Source: an optimization exercise on an open RTL-to-GDS flow (aim: small area, a short achievable clock period and few clock cycles). Production flows keep margins and buffers that such runs may drop. The RTL was checked by simulation tests, not by an equivalence proof against the original design.

==> job 4716: inputs <==
Design SoftMax, start of the top module:
module SoftMax (
	input				clk,
	input				rst_n,
	input				axisif_in_start,
	output				axisif_out_done,
	output		[3:0]	out_adrIn,
	input		[31:0]	in_dataIn,
	output		[3:0]	out_adrOut,
	output		[31:0]	out_dataOut,
	output				out_wr
);
make LEC_CHECK=0 CAP_MARGIN=20 CORE_MARGIN=2 CORE_UTILIZATION=40 CTS_CLUSTER_DIAMETER=100 CTS_CLUSTER_SIZE=20 SLEW_MARGIN=20 SYNTH_HIERARCHICAL=1 SYNTH_MINIMUM_KEEP_SIZE=0 finish   # period 310.0 ns
run.sh (not shown) runs the stock make flow with config.mk's settings and CLKGATE_MAP_FILE= SYNTH_SCRIPT=/design/flow/synth_recipe.tcl, a recipe that flattens the netlist after the stock synthesis.
==> job 4934: changes against job 4716 <==
--- a/flow/design.v
+++ b/flow/design.v
@@ -12,12 +12,29 @@
 		for (i = 0; i < W; i = i + 1) begin : g
 			SM_FA fa (.a(a[i]), .b(b[i]), .c(c[i]), .s(s[i]), .co(c[i+1]));
 		end
 	endgenerate
 	assign co = c[W];
 endmodule
+module SM_RINC #(parameter W = 8) (
+	input	[W-1:0]	a,
+	output	[W-1:0]	s
+);
+	wire [W:0] c;
+	assign c[0] = 1'b1;
+	genvar i;
+	generate
+		for (i = 0; i < W; i = i + 1) begin : g
+			SM_HA ha (.a(a[i]), .b(c[i]), .s(s[i]), .co(c[i+1]));
+		end
+	endgenerate
+endmodule
+module SM_HA (input a, input b, output s, output co);
+	assign s = a ^ b;
+	assign co = a & b;
+endmodule
 module SM_M1 (input [22:0] x, input [24:0] x3, input [26:0] yv, input rnd, output [28:0] y);
 	wire e1;
 	wire e2;
 	wire e3;
 	wire p4;
 	wire w5;
@@ -3599,12 +3616,17 @@
 wire		[20:0]	e_fin;
 SM_RADD #(.W(21)) EAdd (.a(s_new), .b(Pn[20:0] & {21{k17}}), .ci(1'b0), .s(e_fin), .co());
 wire				act = rd_st | (sc_st & sb_ok);
 wire				newmax = rd_st & ((sidx == 4'd0) | xgt);	 
 wire				exp_free = ~busy | last;
 wire				wbv = wb & ~newmax;					 
+wire				nm2 = rd_st & xgt & (sidx != 4'd0);
+wire		[23:0]	negd;								 
+SM_RINC #(.W(24)) Neg (.a(~diff[23:0]), .s(negd));
+wire				old_act = nm2 & (&diff[31:23]) & ~negd[23] & ~(negd[22] & negd[21]);
+wire				old_z = nm2 & ~old_act;				 
 wire				is_z = act & ~newmax & inact;			 
 wire				is_one = act & ~newmax & dzero;		 
 wire				is_exp = act & ~newmax & ~inact & ~dzero;
 wire				do_load = is_exp & exp_free;
 wire				do_one = is_one & ~wb;
 wire				hold = sc_st & ((is_one & wb) | (is_exp & ~exp_free));	 
@@ -3617,13 +3639,13 @@
 SM_RADD #(.W(24)) SumAdd (.a(S), .b({3'd0, (wbv | do_one) ? wdata : 21'd0}), .ci(1'b0), .s(S_sum), .co());
 wire				fetch = (rd_st & (sidx == 4'd9)) | shift;
 wire		[9:0]	seen = (10'd1 << sidx) - 10'd1;
 reg			[9:0]	todo_nx;
 always @(*) begin
 	todo_nx = todo;
-	if (newmax) todo_nx = todo | (~zr & seen);
+	if (newmax) todo_nx = todo | (~zr & seen & ~(10'd1 << imax));
 	if (defer) todo_nx[sidx] = 1'b1;
 	if (fetch & f_ok) todo_nx[adr] = 1'b0;
 end
 wire		[9:0]	omask = ~zr & ~(10'd1 << imax);		 
 wire		[9:0]	pe_in = dv_st ? omask : ou_st ? todo : todo_nx;
 reg			[3:0]	nx_adr;
@@ -3650,12 +3672,16 @@
 	P_nx = Pn;
 	D_nx = D;
 	if (do_load) begin
 		P_nx = {4'd0, diff[22:0]};
 		D_nx = diff[22:0];
 	end
+	if (old_act) begin
+		P_nx = {4'd0, negd[22:0]};
+		D_nx = negd[22:0];
+	end
 	if (scan_done) begin
 		P_nx = {3'd0, S_sum};
 		D_nx = r0;
 	end
 	if (dv_st) begin
 		P_nx = div_fin ? {6'd0, e_val} : P;
@@ -3675,13 +3701,13 @@
 		if (busy & last) begin
 			busy <= 1'b0;
 			wb <= 1'b1;
 		end
 		if (do_load) busy <= 1'b1;
 		if (newmax) begin
-			busy <= 1'b0;
+			busy <= old_act;
 			wb <= 1'b0;
 		end
 		case (st)
 			S_IDLE:		if (axisif_in_start) st <= S_READ;
 			S_READ:		if (rd_end) st <= S_SCAN;
 			S_SCAN:		if (scan_done) st <= S_DIV;
@@ -3692,18 +3718,18 @@
 	end
 end
 always @(posedge clk) begin
 	owr <= 1'b0;
 	case (st)
 		S_IDLE: begin
-			adr <= axisif_in_start ? 4'd1 : 4'd0;
-			done_r <= ~axisif_in_start;
+			adr <= (axisif_in_start & rst_n) ? 4'd1 : 4'd0;
+			done_r <= ~(axisif_in_start & rst_n);
 		end
 		S_READ: begin
 			adr <= (sidx == 4'd8 || rd_end) ? nx_adr : sidx + 4'd2;
-			owr <= is_z;
+			owr <= is_z | old_z;
 		end
 		S_SCAN: begin
 			if (shift) adr <= nx_adr;
 			owr <= is_z;
 		end
 		S_DIV:	owr <= div_fin;
@@ -3713,18 +3739,19 @@
 				done_r <= 1'b1;
 				adr <= 4'd0;
 			end
 		end
 		default: ;
 	endcase
-	oadr <= (rd_st | sc_st) ? sidx : dv_st ? imax : eidx;
+	oadr <= old_z ? imax : (rd_st | sc_st) ? sidx : dv_st ? imax : eidx;
 	y <= div_fin ? D_nx[20:0] : ou_st ? Q[20:0] : 21'd0;
 end
 always @(posedge clk) begin
 	todo <= (dv_st | ou_st) ? pe_rest : todo_nx;
 	if (is_z) zr[sidx] <= 1'b1;
+	if (old_z) zr[imax] <= 1'b1;
 	if (newmax) imax <= sidx;
 	if (st == S_IDLE) begin
 		sidx <= 4'd0;
 		todo <= 10'd0;
 		zr <= 10'd0;
 	end
@@ -3737,16 +3764,16 @@
 	end
 	if (busy) begin
 		k <= k + 5'd1;
 		kfirst <= 1'b0;
 		if (last) wbi <= cur;
 	end
-	if (do_load) begin
+	if (do_load | old_act) begin
 		k <= 5'd1;
 		kfirst <= 1'b1;
-		cur <= sidx;
+		cur <= old_act ? imax : sidx;
 	end
 	if (scan_done) dcnt <= 2'd0;
 	if (dv_st) dcnt <= dcnt + 2'd1;
 	if ((dv_st & div_fin) | ou_st) begin
 		eidx <= nx_adr;
 		ef <= nx_ok;
==> flow/flow/run.sh (new file) <==
#!/bin/bash
# Layout: the standard flow (standard.sh), with one change: the port buffers that
# buffer_ports inserts are the smallest plain buffer, sky130_fd_sc_hd__buf_1, instead of its
# default clkdlybuf4s50_1, a delay cell.  Every port still gets its buffer.
set -euo pipefail
export BUFFER_PORTS_ARGS="-buffer_cell sky130_fd_sc_hd__buf_1"
bash standard.sh > standard.log 2>&1
==> flow/standard.sh (new file) <==
#!/bin/bash
# synth_recipe.tcl (not shown) runs the flow's synth.tcl, then flattens the netlist and writes it again
# the make line also repeats each setting of config.mk as NAME=value (left out here)
make -C /OpenROAD-flow-scripts/flow DESIGN_CONFIG=/design/flow/config.mk WORK_HOME=/design/flow/orfs CLKGATE_MAP_FILE= SYNTH_SCRIPT=/design/flow/synth_recipe.tcl "${@:-finish}"
removed: flow/run.sh
==> impl_metrics.env <==
export IMPL_use_met2=0.433
export IMPL_numCtsBuffers=34
export IMPL_antenna_found_initial=5
export IMPL_synth_area_top_cells="fa_1 (32%), edfxtp_1 (20%), a222oi_1 (11%)"
export IMPL_synth_distinct_cells=116
export IMPL_via_per_inst=6.95
export IMPL_status="finished clean"
export IMPL_crit_path_max_incr_delay_ns=0.54
export IMPL_dp_cells=5868
export IMPL_layout_cells_non_filler=5932
export IMPL_slew_headroom=0.220
export IMPL_place_gp_congestion=0.977
export IMPL_preCtsSetupSlack_ns=246.97
(the above is from job 4934)
==> impl_metrics.env <==
export IMPL_via_per_inst=6.94
export IMPL_antenna_found_initial=8
export IMPL_crit_path_max_incr_delay_ns=0.70
export IMPL_synth_area_top_cells="fa_1 (32%), edfxtp_1 (21%), a222oi_1 (11%)"
export IMPL_hold_violations=0
export IMPL_preCtsSetupSlack_ns=246.41
export IMPL_synth_distinct_cells=111
export IMPL_numCtsBuffers=28
export IMPL_slew_headroom=0.261
export IMPL_place_gp_congestion=0.964
export IMPL_status="finished clean"
(the above is from job 4716)
Testbench counts of job 4716, summed over its fixed seeds: cycles 22,133.
Testbench counts of job 4934, summed over its fixed seeds: cycles 21,626.

==> re-timing with driven ports <==
In the flow no input, the clock included, has a driving cell. The finished layouts below were timed again as built, in two steps.
Step 1, drivers: a clkbuf_16 drives clk and a buf_2 each remaining input, both assumed.
Step 2, shift: input delay + t, output delay - t, t = (earliest + latest rising clock arrival at the registers) / 2. This alone moves slack from input paths to output paths.
Three values: no drivers, after step 1, after step 2; two values: the first two.
| run | shift t [ns] | slack for setup (ns) | worst setup path after step 2 | worst register clock-pin slew, ns | cell pins on the clock port's net |
|---|---|---|---|---|---|
| job 4716 | 0.679 | 246.052 / 245.993 / 246.340 | input to register | 0.10 / 0.10 | 1 |
| job 4934 | 0.681 | 246.649 / 246.584 / 246.969 | input to register | 0.09 / 0.09 | 1 |
After both steps every run listed still meets setup and hold.
